Context: an optimization exercise on an open-source flow, tuned for small area and a short achievable clock period. The choices shown serve that exercise and are no tape-out recipe.
In this exercise RTL edits were held to simulation tests only and were not proved equivalent to the original.
Power and IR drop assume default switching activity.

// mult_man
module mult_man (
  input clk, input rstn, input data_rdy,
  input [16:0] mult1_signed, input [16:0] mult2_signed,
  output [31:0] res, output [33:0] res_signed, output res_rdy, output [32:0] res_final);
  wire v0 = data_rdy;
  wire w1;
  mult_nor2 u2 (.y(w1), .a(mult1_signed[1]), .b(mult1_signed[0]));
  wire w3;
  mult_nor2 u4 (.y(w3), .a(mult1_signed[3]), .b(mult1_signed[2]));
  wire w5;
  mult_nor2 u6 (.y(w5), .a(mult1_signed[5]), .b(mult1_signed[4]));
  wire w7;
  mult_nor2 u8 (.y(w7), .a(mult1_signed[7]), .b(mult1_signed[6]));
  wire w9;
  mult_nor2 u10 (.y(w9), .a(mult1_signed[9]), .b(mult1_signed[8]));
  wire w11;
  mult_nor2 u12 (.y(w11), .a(mult1_signed[11]), .b(mult1_signed[10]));
  wire w13;
  mult_nor2 u14 (.y(w13), .a(mult1_signed[13]), .b(mult1_signed[12]));
  wire w15;
  mult_nor2 u16 (.y(w15), .a(mult1_signed[15]), .b(mult1_signed[14]));
  wire w17;
  mult_orpn u18 (.y(w17), .a(mult1_signed[2]), .b(w1));
  wire w19;
  mult_nand2 u20 (.y(w19), .a(w3), .b(w1));
  wire w21;
  mult_orpn u22 (.y(w21), .a(mult1_signed[6]), .b(w5));
  wire w23;
  mult_nand2 u24 (.y(w23), .a(w7), .b(w5));
  wire w25;
  mult_orpn u26 (.y(w25), .a(mult1_signed[10]), .b(w9));
  wire w27;
  mult_nand2 u28 (.y(w27), .a(w11), .b(w9));
  wire w29;
  mult_orpn u30 (.y(w29), .a(mult1_signed[14]), .b(w13));
  wire w31;
  mult_nand2 u32 (.y(w31), .a(w15), .b(w13));
  wire w33;
  mult_nor2 u34 (.y(w33), .a(mult1_signed[4]), .b(w19));
  wire w35;
  mult_orpn u36 (.y(w35), .a(w19), .b(w5));
  wire w37;
  mult_nor2 u38 (.y(w37), .a(w21), .b(w19));
  wire w39;
  mult_nor2 u40 (.y(w39), .a(w23), .b(w19));
  wire w41;
  mult_nor2 u42 (.y(w41), .a(mult1_signed[12]), .b(w27));
  wire w43;
  ...
Size in the first run: ~1,500 cells after synthesis, about 260 flip-flops, roughly 140 I/O pins, about 15,000 um2 of cells after synthesis.
clock: 4.5 ns
lec_check: 0
cap_margin: 20
core_margin: 2
core_utilization: 40
setup_slack_margin: 2.45
slew_margin: 20
synth_hierarchical: 1
tns_end_percent: 0
standard.sh (not shown) runs the stock make flow with config.mk's settings and CLKGATE_MAP_FILE= SYNTH_SCRIPT=/design/flow/synth_recipe.tcl, a recipe that flattens the netlist after the stock synthesis.
==> flow/flow/run.sh <==
#!/bin/bash
# The standard layout (standard.sh) with two changes:
# - the port buffers that buffer_ports inserts are sky130_fd_sc_hd__buf_2 cells (resized later as
#   needed) instead of the delay cell buffer_ports picks by itself; every port still gets one;
# - ABC maps the design's small gate modules for a 1 fF load instead of 5 fF, so that it does
#   not pick x2/x4 drive strengths for single gates (the resizer upsizes where timing needs it).
set -euo pipefail
bash standard.sh 'BUFFER_PORTS_ARGS=-buffer_cell sky130_fd_sc_hd__buf_2' ABC_LOAD_IN_FF=1 finish > standard_flow.log 2>&1
Rerun with:
--- a/flow/config.mk
+++ b/flow/config.mk
@@ -11 +11,4 @@
-export SETUP_SLACK_MARGIN = 2.45
+export CTS_BUF_LIST = sky130_fd_sc_hd__clkbuf_16
+export CTS_CLUSTER_DIAMETER = 80
+export CTS_CLUSTER_SIZE = 30
+export SETUP_SLACK_MARGIN = 2.55
- first-iteration DRC count came out lower by 4.8%
- clock power drops by 36%
- non-clock buffer count goes up by 23
- cell area decreases by 0.76%
- sequential cell count is unchanged
- final cell count hardly moves
- combinational power is about the same
Rerun with:
--- a/flow/config.mk
+++ b/flow/config.mk
@@ -14 +14 @@
-export SETUP_SLACK_MARGIN = 2.55
+export SETUP_SLACK_MARGIN = 2.6
Effect:
- combinational power went up by 8.9%
- clock skew went down by 0.0092 ns
- final area went up by 4.9%
- clock power went down by about 5%
- register-to-register slack barely changes
Rerun with:
--- a/flow/config.mk
+++ b/flow/config.mk
@@ -14 +14 @@
-export SETUP_SLACK_MARGIN = 2.6
+export SETUP_SLACK_MARGIN = 2.4
Clock skew climbs by 0.013 ns.
Combinational power goes down by 10%.
Final area shrinks by 7.7%.
Total power shrinks by 6.1%.
Wire length goes down by 8.7%.
Utilization came out lower by 3.7 points.
Final cell count falls by 3.4%.
Clock power is about the same.

==> re-timing with driven ports <==
How much do the figures lean on ideal ports? The routed layouts below were timed once more, with nothing changed but the port constraints. Step 1 sets driving cells, clkbuf_16 on the clock port and buf_2 on the other inputs (assumed; they add their load-dependent delay and slew). Step 2 times the ports against the registers' clock, not the clock port: input delays grow and output delays shrink by t, the midpoint of the rising clock arrivals with the driver on. Three values: ideal, step 1, step 2; two values: the first two.
run	shift t [ns]	setup WS [ns]	hold WS [ns]	clock arrival spread, ns	worst data-port slew with drivers (ns)
the first run	0.596	2.438 / 2.438 / 2.108	0.328 / 0.328 / 0.328	0.025 / 0.024	0.05
the second run	0.550	2.484 / 2.484 / 2.206	0.335 / 0.335 / 0.335	0.029 / 0.030	0.05
the third run	0.528	2.499 / 2.499 / 2.290	0.332 / 0.332 / 0.332	0.022 / 0.023	0.05
the fourth run	0.548	2.409 / 2.409 / 2.103	0.332 / 0.332 / 0.332	0.034 / 0.034	0.05
After both steps every run listed still meets setup and hold. For the first run, which loses most, drivers alone change the setup slack by 0.000 ns; drivers and shift together by -0.330 ns.
